What follows belongs to an exercise in optimizing a design on an open flow for small area and a short achievable clock period; a production flow would make more cautious choices.
The RTL was checked by simulation tests, not by an equivalence proof against the original design.
Power and IR drop assume default switching activity.

**design/flow/design.v**
```verilog
module RegFile(clk, reset, WriteData, WriteRegister, RegWrite, ReadReg1, ReadReg2, 
               ReadData1, ReadData2);
   output [31:0] ReadData1, ReadData2;
   reg [31:0]    ReadData1, ReadData2;
   input         reset;
   input [31:0]  WriteData;
   input [4:0]   WriteRegister, ReadReg1, ReadReg2;
   input         RegWrite, clk;
   integer       i;
   reg [31:0]    Reg_File[31:0];  
   always @(*)
     begin
        ReadData1 = Reg_File[ReadReg1];
        ReadData2 = Reg_File[ReadReg2];
        if (RegWrite && ReadReg1 == WriteRegister && (ReadReg1 != 0) )
          ReadData1 = WriteData;
        if (RegWrite && ReadReg2 == WriteRegister && (ReadReg2 != 0) )
          ReadData2 = WriteData;
     end
   always @(posedge clk)
     begin
        if (reset) 
          begin
             for (i=0; i<32; i=i+1)
               Reg_File[i] <= 0;
          end
        else if (RegWrite)
          begin
             if (WriteRegister != 32'd0)
               Reg_File[WriteRegister] <= WriteData;
          end
     end
endmodule
module alu(a, b, aluop, shamt,  result, hi, lo);
   input signed    [31:0]    a, b;
   input [3:0]               aluop;
   input [4:0]               shamt;
   output signed [31:0]      result, hi, lo;
   reg signed [31:0]         result, hi, lo;
   always @(a or b or aluop or shamt)
     begin
        lo = 0;
        hi = 0;
        result = 0;
        case (aluop)
          4'b0000:    result = a & b;           
          4'b0001:    result = a | b;           
          4'b0010:    result = a+b;             
          4'b0011:    result = b << shamt;      
          4'b0100:    result = b >> shamt;      
          4'b0101:    result = b << 16;         
          4'b0110:    result = a-b;             
          4'b0111:             
            if (a < b)
              result = 1;
            else
              result = 0;
          4'b1000:    begin                 
             {hi,lo} = a*b;
          end
          default:     result = 0;
        endcase
     end
endmodule
module alucontrol(funct,opcode,aluop, shamt, aluout);
   input [5:0]    funct,opcode;
   input [1:0]    aluop;
   output [8:0]   aluout;
   reg [3:0]      alu;
   input [4:0]    shamt;    
   assign  aluout = {shamt, alu};
   always @(funct or aluop or opcode)
     begin
        case (aluop)
          2'b00:    alu = 4'b0010;         
          2'b01:    alu = 4'b0110;         
          2'b10: begin
             case (funct)
               0:    alu = 4'b0011;        
               2:    alu = 4'b0100;        
               32:   alu = 4'b0010;        
               34:   alu = 4'b0110;        
               33:   alu = 4'b0010;        
               35:   alu = 4'b0110;        
               24:   alu = 4'b1000;        
               26:   alu = 4'b1001;        
               16:   alu = 4'b0010;        
               18:   alu = 4'b0010;        
               36:   alu = 4'b0000;        
               37:   alu = 4'b0001;        
               42:   alu = 4'b0111;        
               default: alu = 4'b1111; 
             endcase
          end
          2'b11: begin                 
             case (opcode)
               8:    alu = 4'b0010;        
               12:   alu = 4'b0000;        
               13:   alu = 4'b0001;        
               10:   alu = 4'b0111;        
               15:   alu = 4'b0101;        
               default: alu = 4'b1111;
             endcase
          end
        endcase
     end
endmodule
module hazardunit(IFIDWrite,PCWrite,HazardMux);
   output     IFIDWrite, PCWrite, HazardMux;
   assign IFIDWrite = 1;
   assign PCWrite = 1;
   assign HazardMux = 0;
endmodule
module incrementer(out, in);
   output [31:0] out;
   input [31:0]  in;
   reg [31:0]    out;
   always @(in)
     out = in + 1;
endmodule
module jumpadd(BranchAddress, JOffset, BOffset, OpCode, IDEX_PC);
   output  [31:0] BranchAddress;
   reg [31:0]     BranchAddress;
   input [25:0]   JOffset;
   input [31:0]   IDEX_PC;
   input [15:0]   BOffset;
   input [5:0]    OpCode;
   always @ (JOffset or BOffset or IDEX_PC or OpCode)
     if(OpCode == 2)
       if(JOffset[25] == 1)
         BranchAddress = {6'b111111,JOffset} + IDEX_PC;
       else
         BranchAddress = {6'b0000,JOffset} + IDEX_PC;
     else
       if(BOffset[15] == 1)
         BranchAddress = {16'hffff,BOffset} + IDEX_PC;
       else
         BranchAddress = {16'h0000,BOffset} + IDEX_PC;
endmodule
module multiplycontrol(Opcode,Funct,AluMux,HiLoEnable);
   input  [5:0] Funct, Opcode;
   output [1:0] AluMux;
   output       HiLoEnable;
   reg [1:0]    AluMux;
   reg          HiLoEnable;
   always @ (Funct or Opcode)
     begin
        AluMux = 0;
        HiLoEnable = 0;
        if (Opcode == 0)
          begin
             if (Funct == 24)
               begin
                  HiLoEnable = 1;
                  AluMux = 0;
               end
             if (Funct == 16)
               begin
                  HiLoEnable = 0;
                  AluMux = 2'b01;
               end
             if (Funct == 18)
               begin
                  HiLoEnable = 0;
                  AluMux = 2'b10;
               end
          end
     end
endmodule
module mux2to1(out, in0, in1, sel);
   output [31:0] out;
   reg [31:0]    out;
   input [31:0]  in0, in1;
   input         sel;
   always @(in0, in1, sel)
     out = sel ? in1: in0;
endmodule
module mux2to1_1bit(out, in0, in1, sel);
   output  out;
   reg     out;
   input   in0, in1;
   input   sel;
   always @(in0, in1, sel)
     out = sel ? in1: in0;
endmodule
module mux2to1_5bit(out, in0, in1, sel);
   output [4:0] out;
   reg [4:0]    out;
   input [4:0]  in0, in1;
   input        sel;
   always @(in0, in1, sel)
     out = sel ? in1: in0;
endmodule
module mux3to1_32bit(out, in0,in1,in2,select);
   output [31:0] out;
   reg [31:0]    out;
   input [31:0]  in0, in1, in2;
   input [1:0]   select;
   always @(select or in0 or in2 or in1)
     begin
        case(select)
          0:    out = in0;
          1:    out = in1;
          2:    out = in2;
          default: out = in0;
        endcase
     end
endmodule
module pipecontrol(opcode, equal, RegDst, AluOp, AluSrc, BranchMux, MemRead, MemWrite, ZeroMux, RegWrite, MemToReg, IfFlush);
   input     [5:0] opcode;
   input           equal;
   output [1:0]    AluOp, BranchMux;
   output          RegDst, AluSrc, MemRead, MemWrite, ZeroMux, RegWrite, MemToReg, IfFlush;
   reg [1:0]       AluOp;
   reg             RegDst, AluSrc, MemRead, MemWrite, ZeroMux, RegWrite, MemToReg, IfFlush;
   reg [2:0]       caseoperation;
   reg [1:0]       BranchMux;
   parameter rformat = 0;
   parameter    iformat = 1;
   parameter lw    = 2;
   parameter    sw = 3;
   parameter    beq = 4;
   parameter    bne = 5;
   parameter     j = 6;
   always @ (opcode)
     begin
        caseoperation = 0;
        if (opcode == 0)
          caseoperation = rformat;
        if (opcode == 6'd8 || opcode == 6'd10 || opcode == 6'd12 || opcode == 6'd13 || opcode == 6'd15)
          caseoperation = iformat;
        if (opcode == 6'd35)
          caseoperation = lw;
        if (opcode == 6'd43)
          caseoperation = sw;
        if (opcode == 6'd4)
          caseoperation = beq;
        if (opcode == 6'd5)
          caseoperation = bne;
        if (opcode == 6'd2)
          caseoperation = j;
     end 
   always @ (caseoperation or equal)
     begin
        RegDst = 0; AluOp = 2'b00; AluSrc = 0; BranchMux = 0; MemRead = 0;
        MemWrite = 0; ZeroMux = 0; RegWrite = 0; MemToReg = 0; IfFlush = 0;
        case (caseoperation)
          rformat: begin
             RegDst = 1;
             AluOp = 2'b10;
             AluSrc = 0;
             BranchMux = 0;
             MemRead = 0;
             MemWrite = 0;
             ZeroMux = 1;         
             RegWrite = 1;
             MemToReg = 0;
             IfFlush = 0;
          end
          iformat: begin
             RegDst = 0;          
             AluOp = 2'b11;
             AluSrc = 1;
             BranchMux = 0;
             MemRead = 0;
             MemWrite = 0;
             ZeroMux = 1;         
             RegWrite = 1;
             MemToReg = 0;
             IfFlush = 0;
          end
          lw: begin
             RegDst = 0;
             AluOp = 2'b00;
             AluSrc = 1;
             BranchMux = 0;
             MemRead = 1;
             MemWrite = 0;
             ZeroMux = 1;         
             RegWrite = 1;
             MemToReg = 1;
             IfFlush = 0;
          end
          sw: begin
             RegDst = 0;             
             AluOp = 2'b00;
             AluSrc = 1;
             BranchMux = 0;
             MemRead = 0;
             MemWrite = 1;
             ZeroMux = 1;         
             RegWrite = 0;
             MemToReg = 0;         
             IfFlush = 0;
          end
          beq: begin
             RegDst = 0;             
             AluOp = 2'b01;
             AluSrc = 0;
             MemRead = 0;
             MemWrite = 0;
             ZeroMux = 0;         
             RegWrite = 0;
             MemToReg = 0;         
             if (equal == 1)
               begin IfFlush = 1; BranchMux = 1; end
             else begin IfFlush = 0; BranchMux = 0; end
          end
          bne: begin
             RegDst = 0;             
             AluOp = 2'b01;
             AluSrc = 0;
             MemRead = 0;
             MemWrite = 0;
             ZeroMux = 1;         
             RegWrite = 0;
             MemToReg = 0;         
             if (equal == 1)
               begin IfFlush = 1; BranchMux = 1; end
             else begin IfFlush = 0; BranchMux = 0; end
          end
          j: begin
             RegDst = 0;             
             AluOp = 2'b00;         
             AluSrc = 0;             
             BranchMux = 2;            
             MemRead = 0;
             MemWrite = 0;        
             ZeroMux = 0;         
             RegWrite = 0;
             MemToReg = 0;         
             IfFlush = 1;
          end
        endcase
     end
endmodule
module reg_14bitne(out, in, reset, clk);
   output [13:0]  out;
   reg [13:0]     out;
   input [13:0]   in;
   input          clk, reset;
   always @(posedge clk)
     begin
        if(reset == 1'b1)
          out <= 0;
        else
          out <= in;
     end
endmodule
module reg_2bitne(out, in, reset, clk);
   output  [1:0]  out;
   reg [1:0]      out;
   input [1:0]    in;
   input          clk, reset;
   always @(posedge clk)
     begin
        if(reset == 1'b1)
          out <= 0;
        else
          out <= in;
     end
endmodule
module reg_32bit(out, in, enable, reset, clk);
   output [31:0] out;
   reg [31:0]    out;
   input [31:0]  in;
   input         enable, clk, reset;
   always @(posedge clk)
     begin
        if(reset)
          out <= 0;
        else
          if(enable)
            out <= in;
     end
endmodule
module reg_32bitne(out, in, reset, clk);
   output [31:0] out;
   reg [31:0]    out;
   input [31:0]  in;
   input         clk, reset;
   always @(posedge clk)
     begin
        if(reset == 1'b1)
          out <= 0;
        else
          out <= in;
     end
endmodule
module reg_5bitne(out, in, reset, clk);
   output  [4:0] out;
   reg [4:0]     out;
   input [4:0]   in;
   input         clk, reset;
   always @(posedge clk)
     begin
        if(reset == 1'b1)
          out <= 0;
        else
          out <= in;
     end
endmodule
module signextend(extendout, in);
   input [15:0] in;
   output [31:0] extendout;
   reg [31:0]    extendout;
   always @(in)
     if (in[15] == 1)
       extendout = {16'hffff,in};
     else
       extendout = {16'h0000,in};
endmodule
module signextend26(extendout, in);
   input [25:0] in;
   output [31:0] extendout;
   reg [31:0]    extendout;
   always @(in)
     if (in[25] == 1)
       extendout = {6'b111111,in};
     else
       extendout = {6'b000000,in};
endmodule
module stallmux(wb, m, ex, MemToReg, RegWrite,
                MemRead, MemWrite,
                RegDst, AluOp, AluSrc, AluMux, HiLoEnable,
                HazardMuxSelect);
   output [1:0] wb;
   output [1:0] m;
   output [13:0] ex;
   reg [1:0]    wb;
   reg [1:0]    m;
   reg [13:0]   ex;
   input        MemToReg, RegWrite, MemRead, MemWrite, RegDst, AluSrc, HazardMuxSelect;
   input [1:0]  AluMux;
   input        HiLoEnable;
   input [8:0]  AluOp;
   always @(MemToReg or RegWrite or MemRead or MemWrite or RegDst or AluOp or AluSrc or HazardMuxSelect
            or AluMux or HiLoEnable)
     begin
        if(~HazardMuxSelect)
          begin
             wb = {MemToReg, RegWrite};
             m  = {MemRead, MemWrite};
             ex =    {RegDst, AluOp, AluSrc, AluMux, HiLoEnable};
          end
        else
          begin
             wb = 0;
             m  = 0;
             ex = 0;
          end
     end
endmodule
module CPU(clk, Reset, imem_addr, imem_data, dmem_addr, dmem_wdata, dmem_we, dmem_re,
           dmem_rdata, wb_we, wb_dest, wb_data);
   input         Reset, clk;
   output [31:0] imem_addr;
   input [31:0]  imem_data;
   output [31:0] dmem_addr, dmem_wdata;
   output        dmem_we, dmem_re;
   input [31:0]  dmem_rdata;
   output        wb_we;
   output [4:0]  wb_dest;
   output [31:0] wb_data;
   wire [31:0]   PCIn, PCOut, IncrementedAddress, BranchAddress, InstructionOut;
   wire [31:0]   LoadAddress, InstructionAddress, JumpAddress;
   wire          PCWrite, IF_Flush, IF_FlushorReset, IFID_Enable;
   wire [1:0]    PCSelect;
   wire [31:0]   IDEX_Instruction, IDEX_PC;
   wire          HazardMuxSelect;
   wire [5:0]    OpCode;
   assign OpCode = IDEX_Instruction[31:26];
   wire          RegDst, Equal, AluSrc, MemRead, MemWrite;
   wire          ZeroMuxSelect, RegWrite, MemToReg;
   wire [1:0]    AluOp;
   wire [5:0]    Funct;
   assign Funct = IDEX_Instruction[5:0];
   wire [1:0]    AluMux;
   wire          HiLoEnable;
   wire [1:0]    WBControl, MEMControl;
   wire [13:0]   EXControl;
   wire [15:0]   BOffset;
   assign BOffset = IDEX_Instruction[15:0];
   wire [25:0]   JOffset;
   assign JOffset     = IDEX_Instruction[25:0];
   wire          CompareOut;
   assign CompareOut = (RegSrcA == RegSrcB);
   wire [4:0]    ReadReg1, ReadReg2;
   assign ReadReg1 = IDEX_Instruction[25:21];
   assign ReadReg2 = IDEX_Instruction[20:16];
   wire [31:0]   RegSrcA, RegSrcB;
   wire [31:0]   Immediate;
   wire [8:0]    AluCntrlOut;
   wire [4:0]    Shamt;
   assign Shamt = IDEX_Instruction[10:6];
   wire [1:0]    IDEX_WBControl, IDEX_MEMControl;
   wire [13:0]   IDEX_EXControl;
   wire [31:0]   IDEX_A, IDEX_B;
   wire [31:0]   IDEX_Immediate;
   wire [4:0]    IDEX_Rs, IDEX_Rt, IDEX_Rd;
   wire          MemReadEx;
   assign MemReadEx = IDEX_MEMControl[1];
   wire [1:0]    MuxASelect;
   wire [1:0]    MuxBSelect;
   wire [31:0]   AluA, AluB, AluIB;
   wire          EX_AluSrc,  EX_HiLoEnable, EX_RegDst;
   wire [8:0]    EX_AluCntrlOut;
   wire [1:0]    EX_AluMuxSelect;
   assign EX_HiLoEnable = IDEX_EXControl[0];
   assign EX_AluMuxSelect = IDEX_EXControl[2:1];
   assign EX_AluSrc = IDEX_EXControl[3];
   assign EX_AluCntrlOut = IDEX_EXControl[12:4];
   assign EX_RegDst =     IDEX_EXControl[13];
   wire [31:0]   AluResult, Hi, Lo, AluMuxResult;
   wire [31:0]   HiRegOut, LoRegOut;
   wire [4:0]    RegDestMuxOut;
   wire [1:0]    EXMEM_WBControl;
   wire [1:0]    EXMEM_MEMControl;
   wire [31:0]   MEM_Data;
   wire [31:0]   MemAluOut;
   wire [4:0]    MemDest;
   wire          MEM_RegWrite;
   assign MEM_RegWrite = EXMEM_WBControl[0];   
   wire          MEM_MemRead;
   wire          MEM_MemWrite;
   assign MEM_MemRead = EXMEM_MEMControl[1];
   assign MEM_MemWrite = EXMEM_MEMControl[0];
   wire [31:0]   MemOut;
   wire [1:0]    WB_WBControl;
   wire [31:0]   WBMemOut, WBAluOut;
   wire          RegWriteWB;
   assign RegWriteWB =  WB_WBControl[0];
   wire          MemToRegSelect;
   assign MemToRegSelect = WB_WBControl[1];
   wire [31:0]   WriteBackData;
   wire [4:0]    WriteBackDest;
   assign wb_data = WriteBackData;
   assign wb_dest = WriteBackDest;
   assign wb_we = RegWriteWB & (WriteBackDest != 5'd0);
   reg_32bit             PC(PCOut, PCIn, PCWrite, Reset, clk);
   assign imem_addr = PCOut;
   assign InstructionOut = imem_data;
   incrementer            Increment(IncrementedAddress, PCOut);
   mux3to1_32bit                BranchMux(PCIn, IncrementedAddress, BranchAddress, JumpAddress, PCSelect);
   reg_32bit            IFID_PCReg(IDEX_PC, IncrementedAddress, IFID_Enable, IF_FlushorReset, clk);
   or                     FlushOr(IF_FlushorReset, IF_Flush, Reset);
   reg_32bit            IFID_InstructionReg(IDEX_Instruction, InstructionOut, IFID_Enable, IF_FlushorReset, clk);
   hazardunit       HazardDetectionUnit(IFID_Enable,PCWrite,HazardMuxSelect);
   pipecontrol       Control(OpCode, Equal, RegDst, AluOp, AluSrc, PCSelect, MemRead, MemWrite,
                             ZeroMuxSelect, RegWrite, MemToReg, IF_Flush);
   multiplycontrol  MultControl(OpCode,Funct,AluMux,HiLoEnable);
   stallmux StalMux(WBControl, MEMControl, EXControl, MemToReg, RegWrite,
                    MemRead, MemWrite,
                    RegDst, AluCntrlOut, AluSrc, AluMux, HiLoEnable,
                    HazardMuxSelect);
   jumpadd  SmartAddressAdder(BranchAddress, JOffset, BOffset, OpCode, IDEX_PC);
   mux2to1_1bit ZeroMux(Equal, CompareOut, ~CompareOut, ZeroMuxSelect);
   RegFile RegisterFile(clk, Reset, WriteBackData, WriteBackDest, RegWriteWB, ReadReg1, ReadReg2, 
                        RegSrcA, RegSrcB);
   signextend SignExtender(Immediate, BOffset);
   signextend26 SignExtender26(JumpAddress, IDEX_Instruction[25:0]);
   alucontrol AluCntrl(Funct, OpCode, AluOp , Shamt, AluCntrlOut);
   reg_2bitne  IDEX_WBReg(IDEX_WBControl, WBControl, Reset, clk);
   reg_2bitne  IDEX_MEMReg(IDEX_MEMControl, MEMControl, Reset, clk);
   reg_14bitne IDEX_EXReg(IDEX_EXControl, EXControl, Reset, clk);
   reg_32bitne IDEX_RegSrcA(IDEX_A, RegSrcA, Reset, clk);
   reg_32bitne IDEX_RegSrcB(IDEX_B, RegSrcB, Reset, clk);
   reg_32bitne IDEX_ImmediateReg(IDEX_Immediate,
                                 HazardMuxSelect?0:Immediate,
                                 Reset, clk);
   reg_5bitne  IDEX_RsReg(IDEX_Rs,
                          HazardMuxSelect?0:IDEX_Instruction[25:21],
                          Reset, clk);
   reg_5bitne  IDEX_RtReg(IDEX_Rt,
                          HazardMuxSelect?0:IDEX_Instruction[20:16],
                          Reset, clk);
   reg_5bitne  IDEX_RdReg(IDEX_Rd,
                          HazardMuxSelect?0:IDEX_Instruction[15:11],
                          Reset, clk);
   mux2to1 ImmAluBMux(AluIB, IDEX_B, IDEX_Immediate, EX_AluSrc);
   alu MarkAlu(IDEX_A,
               AluIB,
               EX_AluCntrlOut[3:0],
               EX_AluCntrlOut[8:4],
               AluResult,
               Hi,
               Lo);
   reg_32bit HiReg(HiRegOut, Hi, EX_HiLoEnable, Reset, clk);
   reg_32bit LoReg(LoRegOut, Lo, EX_HiLoEnable, Reset, clk);
   mux3to1_32bit AluResultMux(AluMuxResult,
                              AluResult,
                              HiRegOut,
                              LoRegOut,
                              EX_AluMuxSelect);
   mux2to1_5bit RegDstMux(RegDestMuxOut, IDEX_Rt, IDEX_Rd, EX_RegDst);
   reg_2bitne  EXMEM_WBReg(EXMEM_WBControl, IDEX_WBControl, Reset, clk);
   reg_2bitne  EXMEM_MEMReg(EXMEM_MEMControl, IDEX_MEMControl, Reset, clk);
   reg_32bitne EXMEM_ALUReg(MemAluOut, AluMuxResult, Reset, clk);
   reg_5bitne  EXMEM_RegDest(MemDest, RegDestMuxOut, Reset, clk);
   reg_32bitne EXMEM_MemData(MEM_Data, IDEX_B, Reset, clk);
   assign dmem_addr = MemAluOut;
   assign dmem_wdata = MEM_Data;
   assign dmem_we = MEM_MemWrite;
   assign dmem_re = MEM_MemRead;
   assign MemOut = dmem_rdata;
   reg_2bitne  MEMWB_WBControl(WB_WBControl, EXMEM_WBControl, Reset, clk);
   reg_32bitne MEMWB_MemDataReg(WBMemOut, MemOut, Reset, clk);
   reg_32bitne MEMWB_ALUReg(WBAluOut, MemAluOut, Reset, clk);
   reg_5bitne MEMWB_DataMem(WriteBackDest, MemDest, Reset, clk);
   mux2to1 MemToRegMux(WriteBackData, WBAluOut, WBMemOut, MemToRegSelect);
endmodule
```
**design/flow/run.sh**
```bash
#!/bin/bash
# synth_recipe.tcl (not shown) runs the flow's synth.tcl, then flattens the netlist and writes it again
# the make line also repeats each setting of config.mk as NAME=value (left out here)
make -C /OpenROAD-flow-scripts/flow DESIGN_CONFIG=/design/flow/config.mk WORK_HOME=/design/flow/orfs CLKGATE_MAP_FILE= SYNTH_SCRIPT=/design/flow/synth_recipe.tcl finish
```
**design/flow/config.mk**
```make
export PLATFORM = sky130hd
export DESIGN_NAME = CPU
export DESIGN_NICKNAME = CPU
export VERILOG_FILES = /design/flow/design.v
export SDC_FILE = /design/flow/constraint.sdc
export NUM_CORES = 8
export LEC_CHECK = 0
export CAP_MARGIN = 20
export CORE_MARGIN = 2
export CORE_UTILIZATION = 40
export SLEW_MARGIN = 20
```
**design/flow/constraint.sdc**
```tcl
create_clock -name core_clock -period 11.0 [get_ports {clk}]
set_input_delay 2.2000 -clock core_clock [delete_from_list [all_inputs] [get_ports {clk}]]
set_output_delay 2.2000 -clock core_clock [all_outputs]
set_load 0.01 [all_outputs]
```
==> summary.txt <==
register ranked first by flip-flop count RegisterFile.Reg_File; final cycle utilization of the critical path 0.9465; Hold Path Cell Cnt 1; die outline area 0.2791 mm2; # DRC 0; signed area change from the synthesized netlist to the final layout 11.03%; warning count from the yosys run 22; number of distinct standard cells referenced by the synthesized netlist 83; ys async rst share 0; kind of start point of the critical path register; DP Wirelength 313.6 mm; arrival time of data at the critical path endpoint 11190 ps; initial DRC count 10.13k; post-layout net count 11.64k; Top-Level Pins 202; cts bufs inserted 150; DRT antenna net count 0; static leakage power 48.08 nW; number of global-route vias before repair 87.89k; gate count after technology mapping 10.22k; peak clock frequency supported by timing 96.05 MHz; cts-stage hold buffer count 0; final setup violating endpoints 0; Slew Viols, Final 0; layout cells sized above 1 0.1234; Port Buffers 201; clock-pin transition on the worst setup and hold timing paths 60 ps; standard-cell row count 192; first element of the critical path IDEX_EXReg.out[3]; GRT Resource Usage Total 0.3181; final number of hold-violating endpoints 0; placer congestion estimate 1.037; max-cap violations 0; worst path required time 11770 ps; internal reg-to-reg setup slack 590 ps; setup repair after global routing missed its margin false; part of the Yosys area used for sequential elements 0.3532; CTS-repair resized insts 0; Rel. slew slack 0.1945; root buffer selected by CTS sky130_fd_sc_hd__clkbuf_16; insertion delay to the later sink of the worst-skew pair 870 ps; core footprint 0.2736 mm2; Starting Density 0.4019; CP most frequent cell sky130_fd_sc_hd__fa_1; post-DR vias/cell 6.091; run status finished clean; endpoint of the worst register-to-register path HiReg.out[30]; drt pass-1 iters 7; Mapped Avg Cell Area 10.76 um2; Die Width 528.3 um; setup TNS after final layout 0 ps; Max Buffers Root-to-Sink 3; DP Area 0.1170 mm2; synthesized cell area 0.1100 mm2; reg-to-reg critical path startpoint IDEX_EXReg.out[3]; IR Drop Worst-Case VDD 0.0003205 V; depth of the CTS H-tree 4; type of the setup path with the least slack reg -> reg; flip-flop count of the largest register after layout 1024; total chip power 23.78 mW; PnR worst setup slack 588.9 ps; Sinks on Clock Net 1428; first-pass GRT wire length 634.1 mm; y dimension of the die 528.3 um; worst-path maximum fanout 18; number of flops mapped to enable cells by yosys 1024; buffering stage count on the worst path with inverters included 7; crit-path leading delay family adder cells; final instance area 0.1221 mm2; Power Density 194.8 mW/mm2; HP Class reg -> reg; Worst Setup End Kind register; actual transition at the worst max-transition pin 1178 ps; count of cells along the worst register-to-register path 30; Crit-path slowest cell sky130_fd_sc_hd__dfxtp_2; Max stage delay on crit path 670 ps; placement-stage worst setup slack 782.3 ps; clock tree from TritonCTS yes; flip-flop cell with the highest count after synthesis sky130_fd_sc_hd__edfxtp_1; Max Clock Skew 59.27 ps; flops & latches, synth 1428; Hold Path Origin EXMEM_RegDest.out[2]; final global-route overflow total 0; Post-CTS Setup Bufs 0; clock period minus worst slack 10410 ps; DR WL/cell 32.12 um; number of antenna violations at the first check in global routing 25; largest net degree at the start of global routing 102; Via Count 84.61k; WHS Endpoint MEMWB_DataMem.out[2]; drt total wl 446.1 mm
stage by stage:
stage            util  cells  hold WS (ps)
2_1_floorplan       -  10250         403.1
3_3_place_gp   0.4275  13610         420.5
3_5_place_dp   0.4277  13610         426.4
4_1_cts        0.4457  13880         426.2
5_1_grt        0.4461  13880         443.0
6_report       0.4462  13890         421.8
final cells by class:
type / count / area, um2
Antenna cell: 9 / 22.52
Clock buffer: 191 / 4010
Clock inverter: 77 / 923.4
Fill cell: 25380 / 151500
Inverter: 1150 / 4318
Multi-Input combinational cell: 6919 / 64830
Sequential cell: 1428 / 38880
Tap cell: 3589 / 4491
Timing Repair Buffer: 527 / 4612
metal layers:
layer	part of all wire	global-route usage
met5	0.00026	0
met4	0.091	0.2412
met3	0.10	0.06685
met2	0.47	0.5137
met1	0.34	0.3725
how the worst max path moves through the flow:
stage	end	depth (start not counted)
finish	HiReg.out[30]	30
global route	HiReg.out[31]	25
CTS	HiReg.out[31]	25
detailed placement	HiReg.out[30]	30
global placement	HiReg.out[31]	25
floorplan	HiReg.out[30]	33
cell families (layout without fill, tap and decap cells):
group | after synthesis | in the layout | synth area share
compound gates | 1254 | 1254 | 0.07627
xor+xnor | 182 | 182 | 0.01450
fa+ha+maj | 1402 | 1402 | 0.2336
buf+inv | 1904 | 1945 | 0.06791
flops | 1428 | 1428 | 0.3532
mux | 801 | 801 | 0.1283
other cells | 1 | 41 | 0.00003410
simple gates | 3248 | 3248 | 0.1262
where the power goes:
part,internal (mW),leakage [nW],switching (mW)
sequential,5.99,13.9,0.268
clock,2.82,2.36,2.37
combinational,4.46,31.9,7.87
layout by cell type, fill, tap and decap left out, drive strengths merged, types with 80 or more instances in the layout:
master	instances
clkdlybuf4s50	200
fa	1085
xnor2	100
buf	325
dfxtp	404
clkinv	81
mux2i	309
nor3	86
o21ai	232
ha	317
nor2	1853
nor2b	196
a22oi	182
inv	1131
nand2	739
a21oi	289
clkbuf	193
a21o	81
edfxtp	1024
a221oi	80
mux4	486
xor2	82
synthesized netlist by cell type, types with 23 or more instances:
library cell | n | area, um2
sky130_fd_sc_hd__nor2b_1 | 196 | 1226
sky130_fd_sc_hd__and3_1 | 23 | 143.9
sky130_fd_sc_hd__o21bai_1 | 24 | 180.2
sky130_fd_sc_hd__clkinv_1 | 27 | 101.4
sky130_fd_sc_hd__nor2_1 | 1853 | 6955
sky130_fd_sc_hd__and2_1 | 46 | 287.8
sky130_fd_sc_hd__inv_1 | 1118 | 4197
sky130_fd_sc_hd__a31oi_1 | 31 | 193.9
sky130_fd_sc_hd__nor4_1 | 27 | 168.9
sky130_fd_sc_hd__edfxtp_1 | 1024 | 30750
sky130_fd_sc_hd__mux4_2 | 486 | 10950
sky130_fd_sc_hd__fa_1 | 1085 | 21720
sky130_fd_sc_hd__nand2b_1 | 69 | 431.7
sky130_fd_sc_hd__buf_4 | 32 | 240.2
sky130_fd_sc_hd__nor3_1 | 58 | 290.3
sky130_fd_sc_hd__o211ai_1 | 23 | 172.7
sky130_fd_sc_hd__o21ai_0 | 231 | 1156
sky130_fd_sc_hd__ha_1 | 317 | 3966
sky130_fd_sc_hd__xnor2_1 | 100 | 875.8
sky130_fd_sc_hd__clkbuf_1 | 585 | 2196
sky130_fd_sc_hd__nand2_1 | 738 | 2770
sky130_fd_sc_hd__nor3_2 | 28 | 280.3
sky130_fd_sc_hd__xor2_1 | 82 | 718.2
sky130_fd_sc_hd__a21oi_1 | 288 | 1441
sky130_fd_sc_hd__buf_2 | 64 | 320.3
sky130_fd_sc_hd__a22oi_1 | 182 | 1366
sky130_fd_sc_hd__dfxtp_1 | 404 | 8088
sky130_fd_sc_hd__nand4_1 | 44 | 275.3
sky130_fd_sc_hd__mux2i_1 | 309 | 3093
sky130_fd_sc_hd__nand3_1 | 77 | 385.4
sky130_fd_sc_hd__o22ai_1 | 50 | 312.8
sky130_fd_sc_hd__a221oi_1 | 78 | 683.2
sky130_fd_sc_hd__a211oi_1 | 65 | 488.0
sky130_fd_sc_hd__a21o_1 | 81 | 608.1
sky130_fd_sc_hd__buf_1 | 57 | 214.0

==> what the ideal ports hide <==
In the flow no input, the clock included, has a driving cell. The finished layout below was timed again as built, in two steps. Step 1, drivers: a clkbuf_16 drives clk and a buf_2 each remaining input, both assumed. Step 2 also shifts input and output timing later by t, the mid clock arrival at the registers, as if the neighbouring blocks saw the same clock. Three values: ideal, step 1, step 2; two values: the first two.
shift t [ns]: 0.925
setup WS [ns]: 0.589 / 0.589 / 0.589
worst hold slack (ns): 0.422 / 0.422 / 0.422
After both steps this run still meets setup and hold. The setup slack of this run moves by 0.000 ns with the drivers and by 0.000 ns with both steps.
